Source: an optimization exercise on an open RTL-to-GDS flow (aim: small area and a short achievable clock period). Production flows keep margins and buffers that such runs may drop.
At most, simulation tests tie the RTL to the original design; equivalence was not proved.
No driver is modelled on the clock port, so clock power and skew are understated where the tree is cut down; a real chip needs a root buffer or a tree.
No activity file was given, so power comes from the tool's default toggle rates.

old:
==> flow/design.v <==
module async_ram_sp (
	input clk, rst_n,
	input MOSI,             
	input ho_d,             
	input ho,               
	input [9:0] sr,         
	output reg [7:0] dout   
	);
function [8:0] ring_slot;    
	input [7:0] a;
	reg [4:0] r;
	reg [1:0] y;
	begin
		if (a[3:2] != 2'b11) begin
			r = {1'b0, a[7:4]};
			y = a[3:2];
		end else begin
			case (a[7:4])
			4'd0:  begin r = 5'd16; y = 2'd0; end
			4'd1:  begin r = 5'd16; y = 2'd1; end
			4'd2:  begin r = 5'd16; y = 2'd2; end
			4'd3:  begin r = 5'd17; y = 2'd0; end
			4'd4:  begin r = 5'd17; y = 2'd1; end
			4'd5:  begin r = 5'd17; y = 2'd2; end
			4'd6:  begin r = 5'd18; y = 2'd0; end
			4'd7:  begin r = 5'd18; y = 2'd1; end
			4'd8:  begin r = 5'd18; y = 2'd2; end
			4'd9:  begin r = 5'd19; y = 2'd0; end
			4'd10: begin r = 5'd19; y = 2'd1; end
			4'd11: begin r = 5'd19; y = 2'd2; end
			4'd12: begin r = 5'd20; y = 2'd0; end
			4'd13: begin r = 5'd20; y = 2'd1; end
			4'd14: begin r = 5'd20; y = 2'd2; end
			default: begin r = 5'd21; y = 2'd0; end
			endcase
		end
		ring_slot = {r, y, a[1:0]};
	end
endfunction
wire [8:0] rd_addr = ring_slot({sr[6:0], MOSI});
wire [8:0] wr_addr = ring_slot(sr[8:1]);
reg [1:0] phx, phy;
always @(posedge clk) begin
	phx <= phx + 2'd1;
	if (phx == 2'd3)
		phy <= (phy == 2'd2) ? 2'd0 : phy + 2'd1;
end
wire [1:0] nphx = phx + 2'd1;
wire [1:0] nphy = (phx != 2'd3) ? phy : (phy == 2'd2) ? 2'd0 : phy + 2'd1;
reg [4:0] r_ring, w_ring;    
reg [3:0] r_slot, w_slot;
reg pa, pw, pr;              
reg [7:0] wdata;             
reg [7:0] wbus;              
reg wp;                      
reg wzd;                     
reg [7:0] pf;                
reg w_match, r_match;        
reg [21:0] rsel;             
reg [21:0] land;             
reg [7:0] tq;                
reg same_ring;               
wire c00 = pa & rst_n;
wire c01 = pw & rst_n;
wire c11 = pr & rst_n;
wire [1:0] nnphx = phx + 2'd2;
wire [1:0] nnphy = (phx[1] == 1'b0) ? phy : (phy == 2'd2) ? 2'd0 : phy + 2'd1;
reg w_match_d;
always @(posedge clk)
	w_match_d <= (nnphx == w_slot[1:0]) & ((nnphy == w_slot[3:2]) | (w_ring == 5'd21) | (w_slot[3:2] == 2'b11));
wire w_land = wp & w_match;
wire w_keep = wp & ~w_match;
wire wp_d = c01 | w_keep;
always @(posedge clk) begin
	pa <= rst_n & ho & (sr[9:8] == 2'b00);
	pw <= rst_n & ho & (sr[9:8] == 2'b01);
	pr <= rst_n & ho & (sr[9:8] == 2'b11);
	w_match <= w_match_d;
	r_match <= (nphx == r_slot[1:0]) & ((nphy == r_slot[3:2]) | (r_ring == 5'd21));
	land <= w_match_d ? ({22{wp_d}} & (22'd1 << w_ring)) : 22'd0;
	rsel <= 22'd1 << r_ring;
	same_ring <= (w_ring == r_ring);
end
wire [22*8-1:0] pre;    
genvar g;
generate
	for (g = 0; g < 22; g = g + 1) begin : rg
		localparam N = (g == 21) ? 4 : 12;
		reg [8*N-1:0] s;
		wire [7:0] nxt = land[g] ? wbus : s[8*N-1 -: 8];
		always @(posedge clk)
			s <= {s[8*N-9:0], nxt};
		assign pre[8*g +: 8] = s[8*N-9 -: 8];
	end
endgenerate
reg [7:0] tq_d;
integer i;
always @(*) begin
	tq_d = 8'd0;
	for (i = 0; i < 22; i = i + 1)
		tq_d = tq_d | (pre[8*i +: 8] & {8{rsel[i]}});
end
wire [7:0] pf_d = !r_match ? pf : (w_land && same_ring) ? wdata : tq;
wire zreq = ~rst_n | wzd;
always @(posedge clk) begin
	tq <= tq_d;
	pf <= pf_d;
	if (c01)
		wdata <= sr[8:1];
	wbus <= c01 ? sr[8:1] : wdata;
	wp <= wp_d;
	wzd <= zreq & w_keep;
	if (c00) begin
		w_ring <= wr_addr[8:4];
		w_slot <= wr_addr[3:0];
	end else if (zreq && !w_keep) begin
		w_ring <= 5'd0;
		w_slot <= 4'd0;
	end
	if (~rst_n) begin
		r_ring <= 5'd0;
		r_slot <= 4'd0;
	end else if (ho_d && sr[8:7] == 2'b10) begin
		r_ring <= rd_addr[8:4];
		r_slot <= rd_addr[3:0];
	end
	if (~rst_n)
		dout <= 8'd0;
	else if (c11)
		dout <= pf_d;
end
endmodule
module slave (
	input MOSI, SS_n, clk, rst_n,
	input [7:0] tx_data,
	output reg MISO,
	output ho_d,                 
	output reg ho,               
	output reg [9:0] shift_reg   
	);
localparam IDLE = 3'b000;
localparam CHK_CMD = 3'b001;
localparam READ_ADD = 3'b010;
localparam READ_DATA = 3'b011;
localparam WRITE = 3'b100;
reg [2:0] cs, ns;
reg [4:0] counter;
reg flag;
reg show;    
wire in_frame = (cs == READ_ADD) || (cs == READ_DATA) || (cs == WRITE);
always @(posedge clk) begin
	if (SS_n)
		counter <= 0;
	else if (cs != IDLE)
		if (cs != READ_DATA && counter == 11)
			counter <= 0;
		else if (cs == READ_DATA && counter == 20)
			counter <= 0;
		else
			counter <= counter + 1;
	else
		counter <= 0;
end
always @(posedge clk)
	shift_reg <= {shift_reg[8:0], MOSI};
always @(posedge clk) begin
	if (~rst_n) begin
		cs <= IDLE;
		flag <= 1'b0;
	end
	else begin
		cs <= ns;
		if (cs == READ_ADD)
			flag <= 1'b1;
		else if (cs == READ_DATA)
			flag <= 1'b0;
	end
end
always @(*) begin
	ns = cs;
	case (cs)
		IDLE:      ns = SS_n ? IDLE : CHK_CMD;
		CHK_CMD:   if (SS_n) ns = IDLE;
		           else if (counter != 0) ns = shift_reg[0] ? (flag ? READ_DATA : READ_ADD) : WRITE;
		READ_ADD,
		READ_DATA,
		WRITE:     if (SS_n) ns = IDLE;
		default:   ns = IDLE;
	endcase
end
assign ho_d = rst_n && !SS_n && in_frame && counter == 10;
always @(posedge clk) begin
	ho <= ho_d;
	show <= rst_n && !SS_n && cs == READ_DATA && counter >= 12 && counter <= 19;
end
wire [2:0] bit_idx = 3'd4 - counter[2:0];    
always @(posedge clk) begin
	if (~rst_n)
		MISO <= 1'b0;
	else
		MISO <= show && tx_data[bit_idx];
end
endmodule
module top (
    input clk, rst_n, MOSI, SS_n,
    output MISO
    );
wire [9:0] sr;       
wire ho_d;           
wire ho;             
wire [7:0] tx_data;  
slave dut (
    .MOSI(MOSI),
    .SS_n(SS_n),
    .clk(clk),
    .rst_n(rst_n),
    .tx_data(tx_data),
    .MISO(MISO),
    .ho_d(ho_d),
    .ho(ho),
    .shift_reg(sr)
    );
async_ram_sp my_ram (
    .clk(clk),
    .rst_n(rst_n),
    .MOSI(MOSI),
    .ho_d(ho_d),
    .ho(ho),
    .sr(sr),
    .dout(tx_data)
    );
endmodule
==> flow/config.mk <==
export PLATFORM = sky130hd
export DESIGN_NAME = top
export DESIGN_NICKNAME = top
export VERILOG_FILES = /design/flow/design.v
export SDC_FILE = /design/flow/constraint.sdc
export NUM_CORES = 8
export LEC_CHECK = 0
export CAP_MARGIN = 20
export CORE_MARGIN = 2
export CORE_UTILIZATION = 70
export CTS_CLUSTER_DIAMETER = 80
export CTS_CLUSTER_SIZE = 26
export PLACE_DENSITY = 0.8
export SETUP_SLACK_MARGIN = 2.0
export SLEW_MARGIN = 20
==> flow/constraint.sdc <==
create_clock -name core_clock -period 4.0 [get_ports {clk}]
set_input_delay 0.8000 -clock core_clock [delete_from_list [all_inputs] [get_ports {clk}]]
set_output_delay 0.8000 -clock core_clock [all_outputs]
set_load 0.01 [all_outputs]
run.sh (not shown) runs the stock make flow with config.mk's settings and CLKGATE_MAP_FILE= SYNTH_SCRIPT=/design/flow/synth_recipe.tcl, a recipe that flattens the netlist after the stock synthesis.
Relative to old, the following input files were edited for new:
--- a/flow/design.v
+++ b/flow/design.v
@@ -63,11 +63,7 @@
 wire c00 = pa & rst_n;
 wire c01 = pw & rst_n;
 wire c11 = pr & rst_n;
-wire [1:0] nnphx = phx + 2'd2;
-wire [1:0] nnphy = (phx[1] == 1'b0) ? phy : (phy == 2'd2) ? 2'd0 : phy + 2'd1;
-reg w_match_d;
-always @(posedge clk)
-	w_match_d <= (nnphx == w_slot[1:0]) & ((nnphy == w_slot[3:2]) | (w_ring == 5'd21) | (w_slot[3:2] == 2'b11));
+wire w_match_d = (nphx == w_slot[1:0]) & ((nphy == w_slot[3:2]) | (w_ring == 5'd21) | (w_slot[3:2] == 2'b11));
 wire w_land = wp & w_match;
 wire w_keep = wp & ~w_match;
 wire wp_d = c01 | w_keep;
[summary]
old -> new: total number of placement rows delta 0, exact match
From old to new the numbers moved as follows: total power consumption of the routed design closely matched the old numbers, final critical delay including setup and external delays increased by 0.041 ns relative to the old numbers, share of cell area taken by muxes after synthesis closely matched the old numbers, sequential share of layout area decreased by 0.42 points relative to the old numbers, clock buffer count decreased by 1 relative to the old numbers.
Between new and old, the leakage component of the power does not differ in any meaningful way.
old and new ended up with nearly the same area of the die.
No functional check of the RTL was part of new.

---

// top: RTL as listed in full above, without the edits since
==> flow/config.mk <==
export PLATFORM = sky130hd
export DESIGN_NAME = top
export DESIGN_NICKNAME = top
export VERILOG_FILES = /design/flow/design.v
export SDC_FILE = /design/flow/constraint.sdc
export NUM_CORES = 8
export LEC_CHECK = 0
export CAP_MARGIN = 20
export CORE_MARGIN = 2
export CORE_UTILIZATION = 70
export PLACE_DENSITY = 0.8
export SETUP_SLACK_MARGIN = 2.3
export SLEW_MARGIN = 20
==> flow/constraint.sdc <==
create_clock -name core_clock -period 4.0 [get_ports {clk}]
set_input_delay 0.8000 -clock core_clock [delete_from_list [all_inputs] [get_ports {clk}]]
set_output_delay 0.8000 -clock core_clock [all_outputs]
set_load 0.01 [all_outputs]
standard.sh (not shown) runs the stock make flow with config.mk's settings and CLKGATE_MAP_FILE= SYNTH_SCRIPT=/design/flow/synth_recipe.tcl, a recipe that flattens the netlist after the stock synthesis.
==> flow/flow/run.sh <==
#!/bin/bash
# The standard flow's own layout (standard.sh), with one change in its clock tree synthesis step:
# flow/post_cts.tcl (which runs flow/ctree.tcl), sourced at the end of ORFS's cts.tcl
# (POST_CTS_TCL), replaces the
# clock tree with a two-level one (clock port -> 4 buffers -> 72 leaf buffers -> flip-flops).
# standard.sh's output goes to standard.log, each tool's to ORFS's own logs under orfs/logs.
set -euo pipefail
export CTS_ARGS="-sink_clustering_enable -repair_clock_nets -sink_clustering_size 26 -sink_clustering_max_diameter 80 -dont_use_dummy_load"
export POST_CTS_TCL="$PWD/flow/post_cts.tcl"
export CTREE_LEAVES=72
export CTREE_TOP=sky130_fd_sc_hd__clkbuf_16
export CTREE_LEAF=sky130_fd_sc_hd__clkbuf_16
bash standard.sh finish > standard.log 2>&1
Other scripts of this flow, unchanged in this note and not shown: flow/flow/ctree.tcl, flow/flow/post_cts.tcl
Then changed:
--- a/flow/design.v
+++ b/flow/design.v
@@ -53,14 +53,16 @@
 reg [7:0] wdata;             
 reg [7:0] wbus;              
 reg wp;                      
 reg wzd;                     
 reg [7:0] pf;                
 reg w_match, r_match;        
-reg [21:0] rsel;             
-reg [21:0] land;             
+reg [5:0] rsel_hi;           
+reg [3:0] rsel_lo;           
+reg [5:0] land_hi;           
+reg [3:0] land_lo;           
 reg [7:0] tq;                
 reg same_ring;               
 wire c00 = pa & rst_n;
 wire c01 = pw & rst_n;
 wire c11 = pr & rst_n;
 wire [1:0] nnphx = phx + 2'd2;
@@ -74,34 +76,36 @@
 always @(posedge clk) begin
 	pa <= rst_n & ho & (sr[9:8] == 2'b00);
 	pw <= rst_n & ho & (sr[9:8] == 2'b01);
 	pr <= rst_n & ho & (sr[9:8] == 2'b11);
 	w_match <= w_match_d;
 	r_match <= (nphx == r_slot[1:0]) & ((nphy == r_slot[3:2]) | (r_ring == 5'd21));
-	land <= w_match_d ? ({22{wp_d}} & (22'd1 << w_ring)) : 22'd0;
-	rsel <= 22'd1 << r_ring;
+	land_hi <= (w_match_d & wp_d) ? (6'd1 << w_ring[4:2]) : 6'd0;
+	land_lo <= 4'd1 << w_ring[1:0];
+	rsel_hi <= 6'd1 << r_ring[4:2];
+	rsel_lo <= 4'd1 << r_ring[1:0];
 	same_ring <= (w_ring == r_ring);
 end
 wire [22*8-1:0] pre;    
 genvar g;
 generate
 	for (g = 0; g < 22; g = g + 1) begin : rg
 		localparam N = (g == 21) ? 4 : 12;
 		reg [8*N-1:0] s;
-		wire [7:0] nxt = land[g] ? wbus : s[8*N-1 -: 8];
+		wire [7:0] nxt = (land_hi[g / 4] & land_lo[g % 4]) ? wbus : s[8*N-1 -: 8];
 		always @(posedge clk)
 			s <= {s[8*N-9:0], nxt};
 		assign pre[8*g +: 8] = s[8*N-9 -: 8];
 	end
 endgenerate
 reg [7:0] tq_d;
 integer i;
 always @(*) begin
 	tq_d = 8'd0;
 	for (i = 0; i < 22; i = i + 1)
-		tq_d = tq_d | (pre[8*i +: 8] & {8{rsel[i]}});
+		tq_d = tq_d | (pre[8*i +: 8] & {8{rsel_hi[i / 4] & rsel_lo[i % 4]}});
 end
 wire [7:0] pf_d = !r_match ? pf : (w_land && same_ring) ? wdata : tq;
 wire zreq = ~rst_n | wzd;
 always @(posedge clk) begin
 	tq <= tq_d;
 	pf <= pf_d;
After rerunning: Fmax rose slightly. Die area fell slightly. Cell area came out lower slightly. Clock skew came out lower by 0.014 ns. Hold slack is better by 0.0061 ns. Cell count hardly moves. Global-route usage decreases by 0.84 points. Setup slack gets better by 0.011 ns. Power came out lower slightly. Via count is higher slightly. Synthesized area falls slightly. Utilization climbs by 0.94 points. Routed wire length fell by a few percent. First-iteration DRC count goes down by a few percent.
In every run of this note, the design's own scripts or RTL, not TritonCTS, make the clock network.

---

top, a different RTL version from the one above (not shown whole).
Size in the first run: ~2,800 cells after synthesis, ~2,200 flip-flops, about 0.048 mm2 of cells after synthesis.
==> module async_ram_sp, before the edit <==
module async_ram_sp (
	input clk, rst_n,
	input MOSI,             
	input ho_d,             
	input ho,               
	input [9:0] sr,         
	output reg [7:0] dout   
	);
function [8:0] ring_slot;    
	input [7:0] a;
	reg [3:0] q;
	reg [2:0] d;     
	reg [1:0] m;     
	begin
		q = a[7:4];
		d = (q >= 4'd15) ? 3'd5 : (q >= 4'd12) ? 3'd4 : (q >= 4'd9) ? 3'd3 :
		    (q >= 4'd6) ? 3'd2 : (q >= 4'd3) ? 3'd1 : 3'd0;
		m = (q == 4'd1 || q == 4'd4 || q == 4'd7 || q == 4'd10 || q == 4'd13) ? 2'd1 :
		    (q == 4'd2 || q == 4'd5 || q == 4'd8 || q == 4'd11 || q == 4'd14) ? 2'd2 : 2'd0;
		if (a[3:2] != 2'b11)
			ring_slot = {1'b0, q, a[3:0]};
		else
			ring_slot = {2'b10, d, m, a[1:0]};
	end
endfunction
wire [8:0] rd_addr = ring_slot({sr[6:0], MOSI});
wire [8:0] wr_addr = ring_slot(sr[7:0]);
reg [1:0] phx, phy;
always @(posedge clk) begin
	phx <= phx + 2'd1;
	if (phx == 2'd3)
		phy <= (phy == 2'd2) ? 2'd0 : phy + 2'd1;
end
wire [1:0] nphx = phx + 2'd1;
wire [1:0] nphy = (phx != 2'd3) ? phy : (phy == 2'd2) ? 2'd0 : phy + 2'd1;
wire [1:0] nnphx = phx + 2'd2;
wire [1:0] nnphy = (phx[1] == 1'b0) ? phy : (phy == 2'd2) ? 2'd0 : phy + 2'd1;
reg [4:0] r_ring, w_ring;    
reg [3:0] r_slot, w_slot;
reg pw, pr;                  
reg [7:0] wbus;              
reg wp;                      
reg wzd;                     
reg [7:0] pf;                
reg w_match, r_match;        
reg w_match_d;               
reg [5:0] rsel_hi;           
reg [3:0] rsel_lo;           
reg [5:0] land_hi;           
reg [3:0] land_lo;           
reg [7:0] tq;                
reg same_ring;               
wire hv = ho & rst_n;                        
wire w_act = (pw & rst_n) | wp;              
wire w_land = w_act & w_match;               
wire wp_d = w_act & ~w_match;                
wire pw_d = hv & (sr[9:8] == 2'b01);
wire lands = rst_n | wp;                     
wire r_new = ho_d & (sr[8:7] == 2'b10);
wire [4:0] nr_ring = ~rst_n ? 5'd0 : r_new ? rd_addr[8:4] : r_ring;
always @(posedge clk) begin
	pw <= pw_d;
	pr <= hv & (sr[9:8] == 2'b11);
	w_match_d <= (nnphx == w_slot[1:0]) & ((nnphy == w_slot[3:2]) | (w_ring == 5'd21) | (w_slot[3:2] == 2'b11));
	w_match <= w_match_d;
	r_match <= (nphx == r_slot[1:0]) & ((nphy == r_slot[3:2]) | (r_ring == 5'd21));
	land_hi <= (w_match_d & (pw_d | wp_d)) ? (6'd1 << w_ring[4:2]) : 6'd0;
	land_lo <= 4'd1 << w_ring[1:0];
	rsel_hi <= 6'd1 << nr_ring[4:2];
	rsel_lo <= 4'd1 << nr_ring[1:0];
	same_ring <= (w_ring == r_ring);
end
wire [22*8-1:0] pre;    
genvar g;
generate
	for (g = 0; g < 22; g = g + 1) begin : rg
		localparam N = (g == 21) ? 4 : 12;
		reg [8*N-1:0] s;
		wire [7:0] nxt = (land_hi[g / 4] & land_lo[g % 4] & lands) ? wbus : s[8*N-1 -: 8];
		always @(posedge clk)
			s <= {s[8*N-9:0], nxt};
		assign pre[8*g +: 8] = s[8*N-9 -: 8];
	end
endgenerate
reg [7:0] grp [0:5];
reg [7:0] tq_d;
integer i, j;
always @(*) begin
	for (j = 0; j < 6; j = j + 1) begin
		grp[j] = 8'd0;
		for (i = 0; i < 4; i = i + 1)
			if (4 * j + i < 22)
				grp[j] = grp[j] | (pre[8*(4*j+i) +: 8] & {8{rsel_lo[i]}});
	end
	tq_d = 8'd0;
	for (j = 0; j < 6; j = j + 1)
		tq_d = tq_d | (grp[j] & {8{rsel_hi[j]}});
end
wire zreq = ~rst_n | wzd;
always @(posedge clk) begin
	tq <= tq_d;
	if (r_match)
		pf <= (w_land && same_ring) ? wbus : tq;
	if (pw_d)
		wbus <= sr[7:0];
	wp <= wp_d;
	wzd <= zreq & wp_d;
	if (hv && sr[9:8] == 2'b00) begin
		w_ring <= wr_addr[8:4];
		w_slot <= wr_addr[3:0];
	end else if (zreq && !wp_d) begin
		w_ring <= 5'd0;
		w_slot <= 4'd0;
	end
	if (~rst_n) begin
		r_ring <= 5'd0;
		r_slot <= 4'd0;
	end else if (r_new) begin
		r_ring <= rd_addr[8:4];
		r_slot <= rd_addr[3:0];
	end
	if (~rst_n)
		dout <= 8'd0;
	else if (pr)
		dout <= pf;
end
endmodule
==> flow/config.mk <==
export PLATFORM = sky130hd
export DESIGN_NAME = top
export DESIGN_NICKNAME = top
export VERILOG_FILES = /design/flow/design.v
export SDC_FILE = /design/flow/constraint.sdc
export NUM_CORES = 8
export LEC_CHECK = 0
export CAP_MARGIN = 20
export CORE_MARGIN = 2
export CORE_UTILIZATION = 70
export PLACE_DENSITY = 0.8
export SETUP_SLACK_MARGIN = 2.3
export SLEW_MARGIN = 20
==> flow/constraint.sdc <==
create_clock -name core_clock -period 4.0 [get_ports {clk}]
set_input_delay 0.8000 -clock core_clock [delete_from_list [all_inputs] [get_ports {clk}]]
set_output_delay 0.8000 -clock core_clock [all_outputs]
set_load 0.01 [all_outputs]
Scripts as last shown in full above: flow/flow/run.sh
Other scripts of this flow, unchanged in this note and not shown: flow/flow/ctree.tcl, flow/flow/post_cts.tcl
==> next run, changes <==
--- a/flow/design.v
+++ b/flow/design.v
@@ -56,19 +56,18 @@
 wire wp_d = w_act & ~w_match;                
 wire pw_d = hv & (sr[9:8] == 2'b01);
 wire lands = rst_n | wp;                     
 wire r_new = ho_d & (sr[8:7] == 2'b10);
-wire [4:0] nr_ring = ~rst_n ? 5'd0 : r_new ? rd_addr[8:4] : r_ring;
 always @(posedge clk) begin
 	pw <= pw_d;
 	pr <= hv & (sr[9:8] == 2'b11);
 	w_match_d <= (nnphx == w_slot[1:0]) & ((nnphy == w_slot[3:2]) | (w_ring == 5'd21) | (w_slot[3:2] == 2'b11));
 	w_match <= w_match_d;
 	r_match <= (nphx == r_slot[1:0]) & ((nphy == r_slot[3:2]) | (r_ring == 5'd21));
 	land_hi <= (w_match_d & (pw_d | wp_d)) ? (6'd1 << w_ring[4:2]) : 6'd0;
 	land_lo <= 4'd1 << w_ring[1:0];
-	rsel_hi <= 6'd1 << nr_ring[4:2];
-	rsel_lo <= 4'd1 << nr_ring[1:0];
+	rsel_hi <= 6'd1 << r_ring[4:2];
+	rsel_lo <= 4'd1 << r_ring[1:0];
 	same_ring <= (w_ring == r_ring);
 end
 wire [22*8-1:0] pre;    
 genvar g;
@@ -121,9 +120,9 @@
 	end
 	if (~rst_n)
 		dout <= 8'd0;
 	else if (pr)
-		dout <= pf;
+		dout <= r_match ? tq : pf;
 end
 endmodule
 module slave (
 	input MOSI, SS_n, clk, rst_n,
What happened: Power stays flat. Worst setup slack improved by 0.017 ns. Synthesized area is about the same. Die area stays flat. Hold slack stays flat. Routed wire length goes up by 0.60%. Critical path depth goes down by 3. Global-route usage goes up by 0.18 points. Synthesized cell count hardly moves. Final area goes down by 0.54%. Sequential cell count is unchanged. First-iteration DRC count goes down by 29%. Sequential share of layout area goes up by 0.47 points. Utilization goes down by 0.41 points.
No functional check of the RTL was part of any run of this note. In every run of this note, the design's own scripts or RTL, not TritonCTS, make the clock network.

==> what the ideal ports hide <==
In the flow no input, the clock included, has a driving cell. The finished layouts below were timed again as built, in two steps.
Step 1 sets driving cells, clkbuf_16 on the clock port and buf_2 on the other inputs (assumed; they add their load-dependent delay and slew).
Step 2, shift: input delay + t, output delay - t, t = (earliest + latest rising clock arrival at the registers) / 2. This alone moves slack from input paths to output paths.
Slacks: ideal ports / drivers / drivers and shift; pairs: ideal ports / drivers.
run	shift t [ns]	setup slack, ns	worst data-port slew with drivers (ns)
old	0.736	2.065 / 2.026 / 1.367	0.03
new	0.736	2.025 / 2.018 / 1.395	0.03
the first run of note 2	0.639	2.250 / 2.118 / 2.052	0.03
the second run of note 2	0.632	2.261 / 2.125 / 2.053	0.03
the first run of note 3	0.637	2.192 / 2.116 / 1.667	0.03
the second run of note 3	0.635	2.208 / 2.094 / 1.697	0.04
After both steps setup and hold are still met in every run listed. The setup slack of old, which loses most, moves by -0.039 ns with the drivers and by -0.698 ns with both steps.
